From an optimization exercise on the open Yosys and OpenROAD flow, aimed at small area; shortcuts taken in it are not production practice.
In this exercise RTL edits were held to simulation tests only and were not proved equivalent to the original.
Power is estimated from default activity; no workload was simulated.

==> design.v <==
module LCD_Controller (	 
						iDATA,iRS,
						iStart,oDone,
						iCLK,iRST_N,
						LCD_DATA,
						LCD_RW,
						LCD_EN,
						LCD_RS	);
parameter	CLK_Divide	=	16;
input	[7:0]	iDATA;
input	iRS,iStart;
input	iCLK,iRST_N;
output	reg		oDone;
output	[7:0]	LCD_DATA;
output	reg		LCD_EN;
output			LCD_RW;
output			LCD_RS;
reg		[4:0]	Cont;
reg		[1:0]	ST;
reg		preStart,mStart;
assign	LCD_DATA	=	iDATA; 
assign	LCD_RW		=	1'b0;
assign	LCD_RS		=	iRS;
always@(posedge iCLK)
begin
	if(!iRST_N)
	begin
		oDone	<=	1'b0;
		LCD_EN	<=	1'b0;
		preStart<=	1'b0;
		mStart	<=	1'b0;
		Cont	<=	0;
		ST		<=	0;
	end
	else
	begin
		preStart<=	iStart;
		if({preStart,iStart}==2'b01)
		begin
			mStart	<=	1'b1;
			oDone	<=	1'b0;
		end
		if(mStart)
		begin
			case(ST)
			0:	ST	<=	1;	 
			1:	begin
					LCD_EN	<=	1'b1;
					ST		<=	2;
				end
			2:	begin					
					if(Cont<CLK_Divide)
					Cont	<=	Cont+1;
					else
					ST		<=	3;
				end
			3:	begin
					LCD_EN	<=	1'b0;
					mStart	<=	1'b0;
					oDone	<=	1'b1;
					Cont	<=	0;
					ST		<=	0;
				end
			endcase
		end
	end
end
endmodule
module	LCD (lcd_string,button,submit1,	 
					iCLK,iRST_N,
					LCD_DATA,LCD_RW,LCD_EN,LCD_RS	);
input			iCLK,iRST_N,button,submit1;
input[8*16:1] lcd_string;
output	[7:0]	LCD_DATA;
output			LCD_RW,LCD_EN,LCD_RS;
reg	[5:0]	LUT_INDEX;
reg	[8:0]	LUT_DATA;
reg	[5:0]	mLCD_ST;
reg	[9:0]	mDLY;
reg			mLCD_Start;
reg	[7:0]	mLCD_DATA;
reg			mLCD_RS;
wire		mLCD_Done;
parameter	LCD_INTIAL	=	0;
parameter	LCD_LINE1	=	6;
parameter	LCD_CH_LINE	=	LCD_LINE1+16;
parameter	LCD_LINE2	=	LCD_LINE1+16+1;
parameter	LUT_SIZE	=	LCD_LINE1+32+1;
reg	[8*16:1]	lcd_string_q;
reg			changed_q;
wire		changed=(lcd_string!=lcd_string_q);
wire		signal=!(changed||changed_q);
wire reset=iRST_N&&signal;
always@(posedge iCLK)
begin
lcd_string_q<=lcd_string;
changed_q<=changed;
end
always@(posedge iCLK)
begin
	if(!reset||!button||!submit1)
	begin
		LUT_INDEX	<=	0;
		mLCD_ST		<=	0;
		mDLY		<=	0;
		mLCD_Start	<=	0;
		mLCD_DATA	<=	0;
		mLCD_RS		<=	0;
	end
	else
	begin
		if(LUT_INDEX<LUT_SIZE)
		begin
			case(mLCD_ST)
			0:	begin
					mLCD_DATA	<=	LUT_DATA[7:0];
					mLCD_RS		<=	LUT_DATA[8];
					mLCD_Start	<=	1;
					mLCD_ST		<=	1;
				end
			1:	begin
					if(mLCD_Done)
					begin
						mLCD_Start	<=	0;
						mLCD_ST		<=	2;					
					end
				end
			2:	begin
					if(mDLY<10'h3FE)
					mDLY	<=	mDLY+1;
					else
					begin
						mDLY	<=	0;
						mLCD_ST	<=	3;
					end
				end
			3:	begin
					LUT_INDEX	<=	LUT_INDEX+1;
					mLCD_ST	<=	0;
				end
			endcase
		end
	end
end
always@(*)
begin
	case(LUT_INDEX)
	LCD_INTIAL+0:	LUT_DATA	=	9'h038;
	LCD_INTIAL+1:	LUT_DATA	=	9'h00C;
	LCD_INTIAL+2:	LUT_DATA	=	9'h001;
	LCD_INTIAL+3:	LUT_DATA	=	9'h006;
	LCD_INTIAL+4:	LUT_DATA	=	9'h080;
	5:LUT_DATA	=	9'h001;
	LCD_LINE1+0:	LUT_DATA	=	9'h100+lcd_string[8*16:8*15+1];	 
	LCD_LINE1+1:	LUT_DATA	=	9'h100+lcd_string[8*15:8*14+1];
	LCD_LINE1+2:	LUT_DATA	=	9'h100+lcd_string[8*14:8*13+1];
	LCD_LINE1+3:	LUT_DATA	=	9'h100+lcd_string[8*13:8*12+1];
	LCD_LINE1+4:	LUT_DATA	=	9'h100+lcd_string[8*12:8*11+1];
	LCD_LINE1+5:	LUT_DATA	=	9'h100+lcd_string[8*11:8*10+1];
	LCD_LINE1+6:	LUT_DATA	=	9'h100+lcd_string[8*10:8*9+1];
	LCD_LINE1+7:	LUT_DATA	=	9'h100+lcd_string[8*9:8*8+1];
	LCD_LINE1+8:	LUT_DATA	=	9'h100+lcd_string[8*8:8*7+1];
	LCD_LINE1+9:	LUT_DATA	=	9'h100+lcd_string[8*7:8*6+1];
	LCD_LINE1+10:	LUT_DATA	=	9'h100+lcd_string[8*6:8*5+1];
	LCD_LINE1+11:	LUT_DATA	=	9'h100+lcd_string[8*5:8*4+1];
	LCD_LINE1+12:	LUT_DATA	=	9'h100+lcd_string[8*4:8*3+1];
	LCD_LINE1+13:	LUT_DATA	=	9'h100+lcd_string[8*3:8*2+1];
	LCD_LINE1+14:	LUT_DATA	=	9'h100+lcd_string[8*2:8+1];
	LCD_LINE1+15:	LUT_DATA	=	9'h100+lcd_string[8:1];
	default:		LUT_DATA	=	9'h120;
	endcase
end
LCD_Controller 		u0	(	 
							.iDATA(mLCD_DATA),
							.iRS(mLCD_RS),
							.iStart(mLCD_Start),
							.oDone(mLCD_Done),
							.iCLK(iCLK),
							.iRST_N(iRST_N),
							.LCD_DATA(LCD_DATA),
							.LCD_RW(LCD_RW),
							.LCD_EN(LCD_EN),
							.LCD_RS(LCD_RS)	);
endmodule
module convertInt_Str(M,out);
input [17:1] M;
output   [8*5:1]out;
assign out[8:1]=M[4:1]+48;
assign out[16:9]=M[8:5]+48;
assign out[24:17]=M[12:9]+48;
assign out[32:25]=M[16:13]+48;
assign out[40:33]=(M[17]==0)?45:43;
endmodule 
module displayLCD(clk,reset,Nvalue,Mvalue,out,button,counter_times,timesIN,submit2,lcd_string);
input clk,reset;
input [16:0]Nvalue,Mvalue;
input [1:0]out;
input button;
input [3:0]counter_times;
input [3:0]timesIN;
input submit2;
reg [3:0]timesIN_;
reg [1:0]i;
reg submit2_q,button_q;
localparam [8*16:1]string1="M < N ,con ";
localparam [8*16:1]string2="M > N ,con ";
localparam [8*16:1]string3="       N = ";
localparam [8*16:1]string4="       M = ";
output reg [ 8*16:1]lcd_string;
wire [8*5:1] N_str,M_str,Times_Str;
convertInt_Str convertN(Nvalue,N_str);
convertInt_Str convertM(Mvalue,M_str);
convertInt_Str convertTime(timesIN_-counter_times,Times_Str);
always@(posedge clk)
begin
submit2_q<=submit2;
button_q<=button;
if(!reset)
	begin
	timesIN_<=0;
	i<=0;
	end
else
	begin
	if(submit2_q&&!submit2) timesIN_<=timesIN;
	if(button_q&&!button) i<=(i==2)?0:i+1;
	end
end
always@(*)
begin
	case(i)
	0:
		if(counter_times>=timesIN_) lcd_string="      LOSE      ";
		else lcd_string=(out==1)?(((string1<<8)+Times_Str[8:1])<<(8*4))+" lan":
				(out==0)?(((string2<<8)+Times_Str[8:1])<<(8*4))+" lan":"      WIN       ";
	1: lcd_string=(string3<<40)+N_str;
	default: lcd_string=(string4<<40)+M_str;
	endcase
end
endmodule 				
module comparator (in1,in2,out);
input [16:0]in1,in2;
output reg [1:0]out;
always@(*)
begin
	case ({in1[16],in2[16]})
	2'b11:out=in1[15:0]>in2[15:0]?1:
				 in1[15:0]<in2[15:0]?0:2;
	2'b00:out=in1[15:0]>in2[15:0]?0:
				 in1[15:0]<in2[15:0]?1:2;
	2'b01:out=0;
	2'b10:out=1;
	endcase
end
endmodule
module M_value(clk,submit_M,data_buffer,Mvalue,reset,counter_times);
input clk,submit_M;
input [16:0]data_buffer;
input reset;
output reg[16:0]Mvalue; 
output reg [3:0]counter_times;
reg submit_M_q;
always@(posedge clk) 
begin
submit_M_q<=submit_M;
if(!reset) 
begin
Mvalue<=17'b10000_0000_0000_0000;
counter_times<=0;
end
else if(submit_M_q&&!submit_M)
		begin
		Mvalue<=data_buffer;
		counter_times<=counter_times+1;
		end 
end
endmodule 
module counter(clk,reset,counter);
input clk,reset;
output reg [31:0] counter;
always@(posedge clk)
if(!reset) counter<=0;
else counter<=counter+1;
endmodule
module N_value(clk,mode,submit_N,data_buffer,Nvalue,reset,counter);
input clk,mode,submit_N;
input [16:0]data_buffer;
input reset;
input [31:0] counter;
output reg [16:0]Nvalue;
always@(posedge clk)
if(!reset) Nvalue<=17'b10000_0000_0000_0000;
else
begin
	if(mode) 
		begin
		if(!submit_N) Nvalue<=data_buffer;
		end
	else
		begin
			if(!submit_N)
			begin
			Nvalue[3:0]<=counter[3:0]%10;
			Nvalue[7:4]<=counter[7:4]%10;
			Nvalue[11:8]<=counter[11:8]%10;
			Nvalue[15:12]<=counter[15:12]%10;
			Nvalue[16]<=counter[16]%2;
			end
		end
end
endmodule
module display7segment(databuffer,i,CLK,reset,
A0,B0,C0,D0,E0,F0,G0,
A1,B1,C1,D1,E1,F1,G1,
A2,B2,C2,D2,E2,F2,G2,
A3,B3,C3,D3,E3,F3,G3,
A4,B4,C4,D4,E4,F4,G4);
input [16:0]databuffer;
input [2:0]i;
input CLK,reset;
output reg A0,B0,C0,D0,E0,F0,G0,
A1,B1,C1,D1,E1,F1,G1,
A2,B2,C2,D2,E2,F2,G2,
A3,B3,C3,D3,E3,F3,G3,
A4,B4,C4,D4,E4,F4,G4;
reg [15:0] j;
reg w1;
wire [15:0] j_next=(j==16'd49999)?16'd0:j+16'd1;
always @( posedge CLK) 
begin
if(!reset)
	begin
	j<=0;
	w1<=0;
	end
else
	begin
	j<=j_next;
	w1<=(j_next>16'd25000);
	end
end
always@(*)
begin
	{A4,B4,C4,D4,E4,F4,G4}=_7segment(databuffer[16],0);
	{A3,B3,C3,D3,E3,F3,G3}=_7segment(databuffer[15:12],1);
	{A2,B2,C2,D2,E2,F2,G2}=_7segment(databuffer[11:8],1);
	{A1,B1,C1,D1,E1,F1,G1}=_7segment(databuffer[7:4],1);
	{A0,B0,C0,D0,E0,F0,G0}=_7segment(databuffer[3:0],1);
if(i==0)
	begin
	if(w1==1) {A0,B0,C0,D0,E0,F0,G0}=_7segment(databuffer[3:0],1);
	else {A0,B0,C0,D0,E0,F0,G0}=_7segment(1,0);
	end
else if(i==1)
	begin
	if(w1==1) {A1,B1,C1,D1,E1,F1,G1}=_7segment(databuffer[7:4],1);
	else {A1,B1,C1,D1,E1,F1,G1}=_7segment(1,0);
	end
else if(i==2)
	begin
	if(w1==1) {A2,B2,C2,D2,E2,F2,G2}=_7segment(databuffer[11:8],1);
	else {A2,B2,C2,D2,E2,F2,G2}=_7segment(1,0);
	end
else if(i==3)
	begin
	if(w1==1) {A3,B3,C3,D3,E3,F3,G3}=_7segment(databuffer[15:12],1);
	else {A3,B3,C3,D3,E3,F3,G3}=_7segment(1,0);
	end
else if(i==4)
	begin
	if(w1==1) {A4,B4,C4,D4,E4,F4,G4}=_7segment(databuffer[16],0);
	else {A4,B4,C4,D4,E4,F4,G4}=_7segment(1,0);
	end
end
function [6:0]_7segment;
input [3:0]value;
input mode;
_7segment=(mode==0&&value==0)?7'b1111110:
						(mode==0&&value==1)?7'b1111111:
					 (value==0)?7'b0000001:
					 (value==1)?7'b1001111:
					 (value==2)?7'b0010010:
					 (value==3)?7'b0000110:
					 (value==4)?7'b1001100:
					 (value==5)?7'b0100100:
					 (value==6)?7'b0100000:
					 (value==7)?7'b0001111:
					 (value==8)?7'b0000000:
					 (value==9)?7'b0000100:1;
endfunction  
endmodule
module databuffer(clk,submit,dataIN,shift,data_buffer,reset,i);
input clk,submit,shift,reset;
input [3:0]dataIN;
output reg [16:0] data_buffer;
output reg [2:0] i;
reg submit_q,shift_q;
always@(posedge clk)
begin
submit_q<=submit;
shift_q<=shift;
if( !reset) 
	begin
	i<=0;
	data_buffer<=17'h10000;
	end
else if((submit_q&&!submit)||(shift_q&&!shift))
	begin
	if (!submit) 
		begin
		case (i)
				0:data_buffer[3:0]<=dataIN%10;
				1:data_buffer[7:4]<=dataIN%10;
				2:data_buffer[11:8]<=dataIN%10;
				3:data_buffer[15:12]<=dataIN%10;
				4:data_buffer[16]<=dataIN%10;
		endcase
		end
	else if (!shift) i<=(i+1)%5;
	end
end
endmodule 
module numberguess(
reset,dataIN,timesIN,submit,submit1,submit2,shift,submit_N,submit_M,mode,clk,button,
lcd_data,lcd_en,lcd_rw,lcd_rs,
A0,B0,C0,D0,E0,F0,G0,
A1,B1,C1,D1,E1,F1,G1,
A2,B2,C2,D2,E2,F2,G2,
A3,B3,C3,D3,E3,F3,G3,
A4,B4,C4,D4,E4,F4,G4);
input reset,submit,submit1,submit2,shift,submit_N,submit_M,mode,clk,button;
input [3:0]dataIN;
input [3:0] timesIN;
output lcd_en,lcd_rw,lcd_rs;
output [7:0]lcd_data;
output A0,B0,C0,D0,E0,F0,G0,
A1,B1,C1,D1,E1,F1,G1,
A2,B2,C2,D2,E2,F2,G2,
A3,B3,C3,D3,E3,F3,G3,
A4,B4,C4,D4,E4,F4,G4;
wire [8*16:1] lcd_string;
wire [2:0]i;
wire [16:0] data_buffer;
wire [16:0] counter,NvalueBefo,MvalueBefo;
reg [16:0] NvalueAfter,MvalueAfter;
wire [3:0] counter_times;
wire [1:0]out;
wire signal;
reg submit1_q;
databuffer block1(clk,submit,dataIN,shift,data_buffer,reset,i);
display7segment block2(data_buffer,i,clk,reset,
A0,B0,C0,D0,E0,F0,G0,
A1,B1,C1,D1,E1,F1,G1,
A2,B2,C2,D2,E2,F2,G2,
A3,B3,C3,D3,E3,F3,G3,
A4,B4,C4,D4,E4,F4,G4);
N_value block3(clk,mode,submit_N,data_buffer,NvalueBefo,reset,counter);
counter block4(clk,reset,counter);
M_value block5(clk,submit_M,data_buffer,MvalueBefo,reset,counter_times);
comparator block6(NvalueAfter,MvalueAfter,out);
displayLCD block7(clk,reset,NvalueAfter,MvalueAfter,out,button,counter_times,timesIN,submit2,lcd_string);
LCD block8(lcd_string,button,submit1,clk,reset,lcd_data,lcd_rw,lcd_en,lcd_rs);
always@(posedge clk)
begin
submit1_q<=submit1;
if(!reset)
begin
NvalueAfter<=17'h10000;
MvalueAfter<=17'h10000;
end
else if(submit1_q&&!submit1)
begin
NvalueAfter<=NvalueBefo;
MvalueAfter<=MvalueBefo;
end
end
endmodule
==> run.sh <==
#!/bin/bash
# synth_recipe.tcl (not shown) runs the flow's synth.tcl, then flattens the netlist and writes it again
# the make line also repeats each setting of config.mk as NAME=value (left out here)
make -C /OpenROAD-flow-scripts/flow DESIGN_CONFIG=/design/flow/config.mk WORK_HOME=/design/flow/orfs CLKGATE_MAP_FILE= SYNTH_SCRIPT=/design/flow/synth_recipe.tcl finish
==> config.mk <==
export PLATFORM = sky130hd
export DESIGN_NAME = numberguess
export DESIGN_NICKNAME = numberguess
export VERILOG_FILES = /design/flow/design.v
export SDC_FILE = /design/flow/constraint.sdc
export NUM_CORES = 4
export LEC_CHECK = 0
export CAP_MARGIN = 20
export CORE_MARGIN = 2
export CORE_UTILIZATION = 40
export SLEW_MARGIN = 20
==> constraint.sdc <==
create_clock -name core_clock -period 10.0 [get_ports {clk}]
set_input_delay 2.0000 -clock core_clock [delete_from_list [all_inputs] [get_ports {clk}]]
set_output_delay 2.0000 -clock core_clock [all_outputs]
set_load 0.01 [all_outputs]
==> impl_metrics.yaml <==
clock_tree:
  numCtsBuffers: 25
  cts.clk_slew.worst_paths_ns: 0.05
  worstSkewPairLatency_ns: 0.54
  cts.htree.levels: 1
  root_buffer: "clkbuf_16"
  cts.sink_count: 214
  clock_path_buffers: 3
  post_cts_resized: 0
  cts_tree: "yes"
  cts_hold_buf: 0
  post-cts-setup-buffer-count: 0
routing:
  drtIter0Drc: 795
  wl_met3_um: 1638
  antenna_left: 0
  highest_layer: "met4"
  routed_via_density: 5.444
  wl_met1_um: 14650
  drc: 0
  dr.pass1.iters: 6
  via_count: 10741
  totalWireLength_um: 32060
  wl_per_cell_um: 16.25
  dr_wl_met2_um: 14870
floorplanning:
  coreArea_um2: 30430
  num_io_pins: 64
  fp-row-count: 64
  fp.dieW_um: 179.4
  start_util_pct: 40.43
  dieHeight_um: 179.4
  dieArea_um2: 32180
synthesis:
  ys.flop_type: "dfxtp_1"
  yosysWarnings: 13
  async_flop_share_pct: 0
  synth_top_area_cell: "dfxtp_1"
  synth_cell_types: 90
  synth_common_cells: "nand2_1 (230), dfxtp_1 (214), nor2_1 (145)"
  yosysMostFrequentCell: "nand2_1"
  synth-edff-count: 0
  synthesis.area_um2: 12300
  synthTopCellsByArea: "dfxtp_1 (35%), nand2_1 (7.0%), ha_1 (5.9%)"
  syn_inst: 1559
  synth_area_per_cell_um2: 7.892
  yosysSeqAreaShare_pct: 34.82
  ys_seq_elements: 214
  yosysTopAreaCellShare_pct: 34.82
placement:
  hpwl_um: 22940
  place_ws_ns: 5.431
  gp_congestion: 0.9207
  port_buffers: 56
  placed_cells: 1929
global_route:
  grt_overflow_total: 0
  grt_start_max_net_pins: 73
  antenna_found_initial: 0
  grt_pass1_vias: 10222
  grt_usage_pct: 20.26
  grt_pass1_wl_um: 53120
power:
  power.leakage_uw: 0.005214
  powerDensity_nw_per_um2: 154.8
  vdd_drop_max_mv: 0.1342
  fin_total_pwr_uw: 2157
setup_path:
  critPathTopFamily: "compound AO/OA/AOI/OAI gates"
  max_stage_delay_ns: 0.53
  critical_path_arrival_ns: 2.83
  r2r_slack_ns: 5.99
  reg2reg_from: "block7.i[1]"
  r2r-end: "block8.mLCD_DATA[3]"
  crit_buf_inv: 2
  path_cells: "inv_1 -> ha_1 -> nor3_1 -> o21ai_1 -> o21ai_0 -> clkdlybuf4s50_1"
  endpoint: "B3"
  path_depth: 6
  critical_path.max_fanout: 8
  crit_start: "block1.i[0]"
  worstPathRequired_ns: 8.00
  end_kind: "primary output"
  r2r_cells: 8
  slowest_stage: "o21ai_1"
  start_kind: "register"
  crit_type: "register to primary output"
timing:
  fmax_ghz: 0.2069
  fin_ws_ns: 5.167
  finalCriticalPeriod_ns: 4.833
  maxSlewViolCount: 0
  worst_pin_slew_ns: 0.9564
  fin_worst_hold_slack_ns: 0.4527
  skew_ns: 0.01109
  finalHoldViolCount: 0
  setup_tns_ns: 0
  post-route-period-util_pct: 48.33
  rsz0062_at_grt: "false"
  setup_viol: 0
  slew_headroom_pct: 35.85
cells_and_area:
  synthToLayoutAreaGrowth_pct: 13.22
  num_antenna_cells: 0
  nets: 1637
  final_layout_size_suffix_gt1_share_pct: 7.102
  layout.cells.non_filler: 1973
run:
  cap_violations: 0
worst_hold_path:
  min-delay-start: "block3.Nvalue[7]"
  holdCritPathClass: "register to register"
status:
  status: "complete, no violations"
==> metrics by stage <==
stage / utilization [%] / cell area [um2]
finish: 45.78 / 13930
global route: 45.78 / 13930
CTS: 45.79 / 13930
detailed placement: 42.83 / 13030
global placement: 42.83 / 13030
floorplan: - / 12320
==> registers in the layout (all words and copies together), names as in the netlist, 2 cells and up <==
signal                cells
block4.counter           17
MvalueAfter              17
block8.u0.Cont            5
block8.LUT_INDEX          6
block1.i                  3
block2.j                 16
block8.mDLY              10
block8.mLCD_ST            2
block5.Mvalue            17
block3.Nvalue            17
block8.mLCD_DATA          8
NvalueAfter              17
block8.u0.ST              2
block7.i                  2
block5.counter_times      4
block1.data_buffer       17
block7.timesIN_           4
block8.lcd_string_q      36
==> power breakdown <==
group          total (uW)  switching, uW  internal (uW)
Combinational         246            154           92.0
Clock                1000            376            626
Sequential            908           27.8            880
==> worst min path at each step <==
stage	end	slack (ns)	cells past startpoint
floorplan	NvalueAfter[7]	0.43	2
global placement	NvalueAfter[7]	0.44	2
detailed placement	MvalueAfter[5]	0.44	2
CTS	MvalueAfter[5]	0.45	2
global route	MvalueAfter[4]	0.46	2
finish	NvalueAfter[7]	0.45	2
==> layout make-up <==
class                           instances  area, um2
Fill cell                            3062      16500
Multi-Input combinational cell       1180       7350
Sequential cell                       214       4284
Clock buffer                           35      713.2
Timing Repair Buffer                   66      625.6
Tap cell                              396      495.5
Inverter                               73      274.0
Clock inverter                          9      187.7
==> logic make-up (layout without fill, tap and decap cells) <==
group                    Yosys count  count (layout)  share of synthesized area, %
AO/OA/AOI/OAI                    366             366                         19.27
AND/OR/NAND/NOR                  641             641                         26.09
flip-flops                       214             214                         34.82
multiplexers                      33              33                         2.715
buffers and inverters            170             183                         5.715
other                              2               7                       0.06104
XOR/XNOR                          74              74                         5.268
adder cells (fa/ha/maj)           59              59                         6.061
==> metal layers <==
| metal | track usage, % | vias to the layer above |
|---|---|---|
| met4 | 5.746 | 0 |
| met2 | 33.86 | 266 |
| met3 | 3.122 | 72 |
| met1 | 27.11 | 4986 |
| li1 | - | 5417 |
| met5 | 0 | - |
==> cell usage in the layout (no fill, tap or decap), drive strengths merged, types with 35 or more instances in the layout <==
| master | n |
|---|---|
| xnor2 | 36 |
| nor3 | 45 |
| nand2 | 231 |
| clkbuf | 35 |
| nor2 | 145 |
| ha | 58 |
| xor2 | 38 |
| inv | 74 |
| clkdlybuf4s50 | 54 |
| nand3 | 57 |
| o21ai | 76 |
| dfxtp | 214 |
| a21oi | 125 |
==> tightest hold or removal path: stages, from the launching register on <==
cell     delay [ns]
dfxtp_1        0.31
nand2_1        0.05
a21oi_1        0.05

==> what the ideal ports hide <==
In the flow no input, the clock included, has a driving cell. The finished layout below was timed again as built, in two steps.
Step 1 (the two cells are an assumption about what drives the block):
set clk [get_ports {clk}]
set_driving_cell -lib_cell sky130_fd_sc_hd__clkbuf_16 $clk
set_driving_cell -lib_cell sky130_fd_sc_hd__buf_2 [delete_from_list [all_inputs] $clk]
Step 2 adds t to the input delays and takes it off the output delays; t is the mean of the earliest and latest rising clock arrival at the registers after step 1. Input paths then give back, and output paths get back, about the clock's delay inside the block.
a / b / c = ideal ports / drivers / drivers and shift; a / b = the first two.
t, ns: 0.587
setup slack, ns: 5.167 / 5.119 / 5.473
worst register clock-pin slew, ns: 0.07 / 0.07
cell pins on the clock port's net: 1
After both steps setup and hold are still met in this run. The setup slack of this run moves by -0.048 ns with the drivers and by +0.306 ns with both steps.
